Background: an optimization exercise with open tools, aiming at small area, a short achievable clock period and few clock cycles per item. Do not read the settings as production practice. RTL that was checked went through simulation tests only; none was proved equivalent to the original.

==> inputs of run a <==
## booth_multiplier
module booth_multiplier(
	input			clk,
	input			rst_n,
	input [32:0]	data1,
	input [32:0]	data2,
	input			valid_i,
	output			ready_o,
	input			ready_i,
	output			valid_o,
	output [63:0] 	res
);
==> module booth_multiplier, before the edit <==
module booth_multiplier(
	input			clk,
	input			rst_n,
	input [32:0]	data1,
	input [32:0]	data2,
	input			valid_i,
	output			ready_o,
	input			ready_i,
	output			valid_o,
	output [63:0] 	res
);
	reg			va, vs, vr;
	reg			nrdy, vo;	 
	reg [32:0]	a1, s1, s2;
	reg [16:0]	a_one, a_two;
	reg [15:0]	a_neg;
	reg [63:0]	r;
	wire [63:0]	prod;
	wire		r_free = ~vr | ready_i;
	wire		a_load = r_free | ~va;
	wire		acc = valid_i & ~vs;
	assign ready_o = ~nrdy;
	assign valid_o = vo;
	assign res = r;
	wire [32:0]	b_in = vs ? s2 : data2;
	wire [34:0]	b_ext = {1'b0, b_in, 1'b0};
	wire [16:0]	e_one, e_two;
	wire [15:0]	e_neg;
	genvar j;
	generate
		for (j = 0; j < 17; j = j + 1) begin : enc
			assign e_one[j] = b_ext[2*j+1] ^ b_ext[2*j];
			assign e_two[j] = (b_ext[2*j+2] & ~b_ext[2*j+1] & ~b_ext[2*j]) |
			                  (~b_ext[2*j+2] & b_ext[2*j+1] & b_ext[2*j]);
			if (j < 16) begin : n
				assign e_neg[j] = b_ext[2*j+2];
			end
		end
	endgenerate
	always @(posedge clk or negedge rst_n) begin
		if (!rst_n) begin
			va <= 1'b0;
			vs <= 1'b0;
			vr <= 1'b0;
			nrdy <= 1'b0;
			vo <= 1'b0;
		end else begin
			if (r_free) begin
				vr <= va;
				vo <= va;
			end
			if (a_load)
				va <= vs | acc;
			if (vs) begin
				vs <= ~r_free;
				nrdy <= ~r_free;
			end else begin
				vs <= acc & ~a_load;
				nrdy <= acc & ~a_load;
			end
		end
	end
	always @(posedge clk) begin
		if (a_load) begin
			a1 <= vs ? s1 : data1;
			a_one <= e_one;
			a_two <= e_two;
			a_neg <= e_neg;
		end
		if (~vs) begin
			s1 <= data1;
			s2 <= data2;
		end
		if (r_free)
			r <= prod;
	end
	mul33 u_mul (.a(a1), .one(a_one), .two(a_two), .neg(a_neg), .p(prod));
endmodule
Settings: LEC_CHECK=0, ABC_AREA=1, CAP_MARGIN=20, CELL_PAD_IN_SITES_DETAIL_PLACEMENT=2, CELL_PAD_IN_SITES_GLOBAL_PLACEMENT=2, CORE_MARGIN=2, CORE_UTILIZATION=30, PLACE_DENSITY=0.5, SLEW_MARGIN=20, SYNTH_HIERARCHICAL=1, SYNTH_MINIMUM_KEEP_SIZE=0; clock period 32.0 ns.
standard.sh (not shown) runs the stock make flow with config.mk's settings and CLKGATE_MAP_FILE= SYNTH_SCRIPT=/design/flow/synth_recipe.tcl, a recipe that flattens the netlist after the stock synthesis.
==> flow/flow/run.sh <==
#!/bin/bash
# The standard layout (standard.sh) with extra ORFS make variables:
#  - port buffers use a plain buffer cell (buf_2) instead of the default choice
#  - flow/extra.txt, if present, holds one more VAR=VALUE per line
set -euo pipefail
ARGS=("BUFFER_PORTS_ARGS=-buffer_cell sky130_fd_sc_hd__buf_2")
if [[ -f flow/extra.txt ]]; then
  while read -r line; do [[ -n "$line" ]] && ARGS+=("$line"); done < flow/extra.txt
fi
bash standard.sh "${ARGS[@]}" finish > make.log 2>&1
==> flow/flow/extra.txt <==
REMOVE_ABC_BUFFERS=1
==> inputs of run b, as changes to run a <==
--- a/flow/design.v
+++ b/flow/design.v
@@ -11,5 +11,5 @@
 );
 	reg			va, vs, vr;
-	reg			nrdy, vo;	 
+	reg			nrdy, vo;
 	reg [32:0]	a1, s1, s2;
 	reg [16:0]	a_one, a_two;
@@ -52,11 +52,12 @@
 			if (a_load)
 				va <= vs | acc;
-			if (vs) begin
+			if (vs)
 				vs <= ~r_free;
-				nrdy <= ~r_free;
-			end else begin
+			else
 				vs <= acc & ~a_load;
+			if (nrdy)
+				nrdy <= ~r_free;
+			else
 				nrdy <= acc & ~a_load;
-			end
 		end
 	end
--- a/flow/config.mk
+++ b/flow/config.mk
@@ -12,4 +12,6 @@
 export CORE_MARGIN = 2
 export CORE_UTILIZATION = 30
+export CTS_CLUSTER_DIAMETER = 120
+export CTS_CLUSTER_SIZE = 30
 export PLACE_DENSITY = 0.5
 export SLEW_MARGIN = 20
removed: flow/flow/extra.txt
==> inputs of run c, as changes to run a <==
--- a/flow/design.v
+++ b/flow/design.v
@@ -11,5 +11,5 @@
 );
 	reg			va, vs, vr;
-	reg			nrdy, vo;	 
+	reg			nrdy, vo;
 	reg [32:0]	a1, s1, s2;
 	reg [16:0]	a_one, a_two;
@@ -52,11 +52,12 @@
 			if (a_load)
 				va <= vs | acc;
-			if (vs) begin
+			if (vs)
 				vs <= ~r_free;
-				nrdy <= ~r_free;
-			end else begin
+			else
 				vs <= acc & ~a_load;
+			if (nrdy)
+				nrdy <= ~r_free;
+			else
 				nrdy <= acc & ~a_load;
-			end
 		end
 	end
==> flow/flow/extra.txt (replaced) <==
SETUP_SLACK_MARGIN=25
--- a/flow/config.mk
+++ b/flow/config.mk
@@ -11,6 +11,6 @@
 export CELL_PAD_IN_SITES_GLOBAL_PLACEMENT = 2
 export CORE_MARGIN = 2
-export CORE_UTILIZATION = 30
-export PLACE_DENSITY = 0.5
+export CORE_UTILIZATION = 45
+export PLACE_DENSITY = 0.6
 export SLEW_MARGIN = 20
 export SYNTH_HIERARCHICAL = 1
==> inputs of run d, as changes to run a <==
--- a/flow/design.v
+++ b/flow/design.v
@@ -11,5 +11,5 @@
 );
 	reg			va, vs, vr;
-	reg			nrdy, vo;	 
+	reg			rdy, vo;	 
 	reg [32:0]	a1, s1, s2;
 	reg [16:0]	a_one, a_two;
@@ -19,6 +19,6 @@
 	wire		r_free = ~vr | ready_i;
 	wire		a_load = r_free | ~va;
-	wire		acc = valid_i & ~vs;
-	assign ready_o = ~nrdy;
+	wire		acc = valid_i & rdy;
+	assign ready_o = rdy;
 	assign valid_o = vo;
 	assign res = r;
@@ -43,5 +43,5 @@
 			vs <= 1'b0;
 			vr <= 1'b0;
-			nrdy <= 1'b0;
+			rdy <= 1'b1;
 			vo <= 1'b0;
 		end else begin
@@ -54,8 +54,8 @@
 			if (vs) begin
 				vs <= ~r_free;
-				nrdy <= ~r_free;
+				rdy <= r_free;
 			end else begin
 				vs <= acc & ~a_load;
-				nrdy <= acc & ~a_load;
+				rdy <= ~(acc & ~a_load);
 			end
 		end
removed: flow/flow/extra.txt
==> summary of the runs <==
Of run a and run d, run d has the higher utilization (gap 0.12 points). Critical path depth: run b is higher than run c (1). Via count, highest first: run c, run d, run a, run b. In sequential cell count, run b and run d do not differ.
==> figures <==
Status: run c no timing/DRC/antenna violations; run a no timing/DRC/antenna violations; run d no timing/DRC/antenna violations; run b no timing/DRC/antenna violations
Maximum achievable frequency: run c 132 MHz; run a 121 MHz; run d 130 MHz; run b 132 MHz
Post-CTS Setup Repair Bufs: run c 13; run a 0; run d 0; run b 0
Ys async rst share: run c 1.84%; run a 1.39%; run d 1.84%; run b 1.84%
Biggest cell delay along the critical path: run c 0.42 ns; run a 0.71 ns; run d 0.53 ns; run b 0.41 ns
Flip-flop and latch share of the layout cell area: run c 17.0%; run a 17.6%; run d 17.6%; run b 17.8%
Row count: run c 95; run a 116; run d 116; run b 116
1st-iter DRT viols: run c 2,830; run a 1,399; run d 1,422; run b 1,589
Ratio of routed vias to standard cells: run c 6.56; run a 5.57; run d 5.62; run b 5.60
Count of cell instances traversed by the critical path: run c 1; run a 2; run d 1; run b 2
Final standard cell utilization of the core: run c 51.3%; run a 33.0%; run d 33.1%; run b 32.7%
Testbench counts of run b, summed over its fixed seeds: cycles 2,064, items 2,048.
Testbench counts of run c, summed over its fixed seeds: cycles 2,064, items 2,048.
The RTL of run a and run d was laid out without a check of its function.

* * *

==> inputs of run H <==
booth_multiplier, a different RTL version from the one above (not shown whole).
==> module booth_multiplier, before the edit <==
module booth_multiplier(
	input			clk,
	input			rst_n,
	input [32:0]	data1,
	input [32:0]	data2,
	input			valid_i,
	output			ready_o,
	input			ready_i,
	output			valid_o,
	output [63:0] 	res
);
	reg			va, vs, vr;
	reg [32:0]	a1, s1, s2;
	reg [16:0]	a_one, a_two;
	reg [15:0]	a_neg;
	reg [63:0]	r;
	wire [63:0]	prod;
	wire		r_free = ~vr | ready_i;
	wire		a_load = r_free | ~va;
	assign ready_o = ~vs;
	assign valid_o = vr;
	assign res = r;
	wire [32:0]	b_in = vs ? s2 : data2;
	wire [34:0]	b_ext = {1'b0, b_in, 1'b0};
	wire [16:0]	e_one, e_two;
	wire [15:0]	e_neg;
	genvar j;
	generate
		for (j = 0; j < 17; j = j + 1) begin : enc
			assign e_one[j] = b_ext[2*j+1] ^ b_ext[2*j];
			assign e_two[j] = (b_ext[2*j+2] & ~b_ext[2*j+1] & ~b_ext[2*j]) |
			                  (~b_ext[2*j+2] & b_ext[2*j+1] & b_ext[2*j]);
			if (j < 16) begin : n
				assign e_neg[j] = b_ext[2*j+2];
			end
		end
	endgenerate
	always @(posedge clk or negedge rst_n) begin
		if (!rst_n) begin
			va <= 1'b0;
			vs <= 1'b0;
			vr <= 1'b0;
		end else begin
			if (r_free)
				vr <= va;
			if (a_load)
				va <= vs | valid_i;
			if (vs)
				vs <= ~r_free;
			else
				vs <= valid_i & ~a_load;
		end
	end
	always @(posedge clk) begin
		if (a_load) begin
			a1 <= vs ? s1 : data1;
			a_one <= e_one;
			a_two <= e_two;
			a_neg <= e_neg;
		end
		if (~vs) begin
			s1 <= data1;
			s2 <= data2;
		end
		if (r_free)
			r <= prod;
	end
	mul33 u_mul (.a(a1), .one(a_one), .two(a_two), .neg(a_neg), .p(prod));
endmodule
clock: 32.0 ns
lec_check: 0
abc_area: 1
cap_margin: 20
cell_pad_in_sites_detail_placement: 0
cell_pad_in_sites_global_placement: 0
core_margin: 2
core_utilization: 55
place_density: 0.7
slew_margin: 20
synth_hierarchical: 1
synth_minimum_keep_size: 0
run.sh (not shown) runs the stock make flow with config.mk's settings and CLKGATE_MAP_FILE= SYNTH_SCRIPT=/design/flow/synth_recipe.tcl, a recipe that flattens the netlist after the stock synthesis.
Stock flow here: none of the scripts above is used.
==> inputs of run M, as changes to run H <==
--- a/flow/design.v
+++ b/flow/design.v
@@ -11,4 +11,5 @@
 );
 	reg			va, vs, vr;
+	reg			rdy, vo;	 
 	reg [32:0]	a1, s1, s2;
 	reg [16:0]	a_one, a_two;
@@ -18,6 +19,6 @@
 	wire		r_free = ~vr | ready_i;
 	wire		a_load = r_free | ~va;
-	assign ready_o = ~vs;
-	assign valid_o = vr;
+	assign ready_o = rdy;
+	assign valid_o = vo;
 	assign res = r;
 	wire [32:0]	b_in = vs ? s2 : data2;
@@ -41,13 +42,20 @@
 			vs <= 1'b0;
 			vr <= 1'b0;
+			rdy <= 1'b1;
+			vo <= 1'b0;
 		end else begin
-			if (r_free)
+			if (r_free) begin
 				vr <= va;
+				vo <= va;
+			end
 			if (a_load)
 				va <= vs | valid_i;
-			if (vs)
+			if (vs) begin
 				vs <= ~r_free;
-			else
+				rdy <= r_free;
+			end else begin
 				vs <= valid_i & ~a_load;
+				rdy <= ~(valid_i & ~a_load);
+			end
 		end
 	end
==> flow/flow/run.sh (new file) <==
#!/bin/bash
# The standard layout (standard.sh) with extra ORFS make variables:
#  - port buffers use a plain buffer cell (buf_2) instead of the default choice
#  - flow/extra.txt, if present, holds one more VAR=VALUE per line
set -euo pipefail
ARGS=("BUFFER_PORTS_ARGS=-buffer_cell sky130_fd_sc_hd__buf_2")
if [[ -f flow/extra.txt ]]; then
  while read -r line; do [[ -n "$line" ]] && ARGS+=("$line"); done < flow/extra.txt
fi
bash standard.sh "${ARGS[@]}" finish > make.log 2>&1
==> flow/flow/extra.txt (new file) <==
SETUP_SLACK_MARGIN=24
==> flow/standard.sh (new file) <==
#!/bin/bash
# synth_recipe.tcl (not shown) runs the flow's synth.tcl, then flattens the netlist and writes it again
# the make line also repeats each setting of config.mk as NAME=value (left out here)
make -C /OpenROAD-flow-scripts/flow DESIGN_CONFIG=/design/flow/config.mk WORK_HOME=/design/flow/orfs CLKGATE_MAP_FILE= SYNTH_SCRIPT=/design/flow/synth_recipe.tcl "${@:-finish}"
--- a/flow/config.mk
+++ b/flow/config.mk
@@ -8,9 +8,9 @@
 export ABC_AREA = 1
 export CAP_MARGIN = 20
-export CELL_PAD_IN_SITES_DETAIL_PLACEMENT = 0
-export CELL_PAD_IN_SITES_GLOBAL_PLACEMENT = 0
+export CELL_PAD_IN_SITES_DETAIL_PLACEMENT = 2
+export CELL_PAD_IN_SITES_GLOBAL_PLACEMENT = 2
 export CORE_MARGIN = 2
-export CORE_UTILIZATION = 55
-export PLACE_DENSITY = 0.7
+export CORE_UTILIZATION = 30
+export PLACE_DENSITY = 0.5
 export SLEW_MARGIN = 20
 export SYNTH_HIERARCHICAL = 1
removed: flow/run.sh
==> inputs of run A, as changes to run H <==
--- a/flow/design.v
+++ b/flow/design.v
@@ -11,4 +11,5 @@
 );
 	reg			va, vs, vr;
+	reg			rdy, vo;	 
 	reg [32:0]	a1, s1, s2;
 	reg [16:0]	a_one, a_two;
@@ -18,6 +19,6 @@
 	wire		r_free = ~vr | ready_i;
 	wire		a_load = r_free | ~va;
-	assign ready_o = ~vs;
-	assign valid_o = vr;
+	assign ready_o = rdy;
+	assign valid_o = vo;
 	assign res = r;
 	wire [32:0]	b_in = vs ? s2 : data2;
@@ -41,13 +42,20 @@
 			vs <= 1'b0;
 			vr <= 1'b0;
+			rdy <= 1'b1;
+			vo <= 1'b0;
 		end else begin
-			if (r_free)
+			if (r_free) begin
 				vr <= va;
+				vo <= va;
+			end
 			if (a_load)
 				va <= vs | valid_i;
-			if (vs)
+			if (vs) begin
 				vs <= ~r_free;
-			else
+				rdy <= r_free;
+			end else begin
 				vs <= valid_i & ~a_load;
+				rdy <= ~(valid_i & ~a_load);
+			end
 		end
 	end
==> flow/flow/run.sh (new file) <==
#!/bin/bash
# The standard layout (standard.sh) with extra ORFS make variables:
#  - port buffers use a plain buffer cell (buf_2) instead of the default choice
#  - flow/extra.txt, if present, holds one more VAR=VALUE per line
set -euo pipefail
ARGS=("BUFFER_PORTS_ARGS=-buffer_cell sky130_fd_sc_hd__buf_2")
if [[ -f flow/extra.txt ]]; then
  while read -r line; do [[ -n "$line" ]] && ARGS+=("$line"); done < flow/extra.txt
fi
bash standard.sh "${ARGS[@]}" finish > make.log 2>&1
==> flow/standard.sh (new file) <==
#!/bin/bash
# synth_recipe.tcl (not shown) runs the flow's synth.tcl, then flattens the netlist and writes it again
# the make line also repeats each setting of config.mk as NAME=value (left out here)
make -C /OpenROAD-flow-scripts/flow DESIGN_CONFIG=/design/flow/config.mk WORK_HOME=/design/flow/orfs CLKGATE_MAP_FILE= SYNTH_SCRIPT=/design/flow/synth_recipe.tcl "${@:-finish}"
--- a/flow/config.mk
+++ b/flow/config.mk
@@ -8,9 +8,9 @@
 export ABC_AREA = 1
 export CAP_MARGIN = 20
-export CELL_PAD_IN_SITES_DETAIL_PLACEMENT = 0
-export CELL_PAD_IN_SITES_GLOBAL_PLACEMENT = 0
+export CELL_PAD_IN_SITES_DETAIL_PLACEMENT = 2
+export CELL_PAD_IN_SITES_GLOBAL_PLACEMENT = 2
 export CORE_MARGIN = 2
-export CORE_UTILIZATION = 55
-export PLACE_DENSITY = 0.7
+export CORE_UTILIZATION = 30
+export PLACE_DENSITY = 0.5
 export SLEW_MARGIN = 20
 export SYNTH_HIERARCHICAL = 1
removed: flow/run.sh
==> run summary <==
item                                                                        run H            run A            run M
Run status                                       no timing/DRC/antenna violations  no timing/DRC/antenna violations  no timing/DRC/antenna violations
Met2 Routed Length                                                      41,900 µm        60,910 µm        63,390 µm
HPWL after detailed placement                                           61,640 µm        87,610 µm        87,010 µm
CP Capture Type                                                    primary output             flop             flop
Flop2flop setup slack                                                    23.99 ns         24.21 ns         24.28 ns
Crit-path max FO                                                               98               21               32
Placed Cells                                                                3,624            4,221            4,219
# diodes                                                                        0                3                0
Placeable core region                                                 0.05381 mm²      0.09871 mm²      0.09871 mm²
Vias/cell                                                                   6.815            5.578            5.641
Post-layout net count                                                       3,623            3,635            3,634
Critical path capture point                                               ready_o  r[63]$_DFFE_PN_  r[58]$_DFFE_PN_
Fraction of the mapped netlist area in simple logic gates                  6.855%           6.917%           6.917%
Non-filler cells in the finished layout                                     3,670            4,282            4,276
Crit path depth                                                                 2               29               23
Non-clock buffer area fraction after layout                                6.153%           4.117%           4.161%
Part of the Yosys area used for sequential elements                        19.45%           19.48%           19.48%
Syn Area/Cell                                                           9.983 µm²        10.00 µm²        10.00 µm²
Met1 wire length                                                        34,790 µm        61,210 µm        60,590 µm
Met1 Usage GRT                                                             43.86%           36.18%           36.13%
Reg2reg path depth                                                             22               29               23
Number of antenna violations at the first check in global routing               0                2                3
Function was not checked in any run of this note: the RTL went through the layout flow alone.

re-timing with driven ports:
Ports are ideal in the flow. The routed layouts listed here were re-timed in OpenROAD. Step 1, drivers: a clkbuf_16 drives clk and a buf_2 each remaining input, both assumed. Step 2, shift: input delay + t, output delay - t, t = (earliest + latest rising clock arrival at the registers) / 2. This alone moves slack from input paths to output paths. Slacks: ideal ports / drivers / drivers and shift; pairs: ideal ports / drivers.
run | shift t [ns] | slack for setup (ns) | slew at the worst register clock pin (ns)
run a of note 1 | 0.697 | 23.749 / 23.675 / 23.966 | 0.08 / 0.08
run b of note 1 | 0.661 | 24.402 / 24.323 / 23.913 | 0.11 / 0.11
run c of note 1 | 0.681 | 24.404 / 24.330 / 24.381 | 0.07 / 0.07
run d of note 1 | 0.678 | 24.323 / 24.256 / 23.963 | 0.06 / 0.06
run H of note 2 | 0.652 | 23.381 / 23.313 / 23.736 | 0.07 / 0.07
run M of note 2 | 0.700 | 24.281 / 24.255 / 23.915 | 0.07 / 0.07
run A of note 2 | 0.710 | 24.211 / 24.211 / 23.559 | 0.06 / 0.06
After both steps setup and hold are still met in every run listed. For run A of note 2, which loses most, drivers alone change the setup slack by 0.000 ns; drivers and shift together by -0.652 ns.
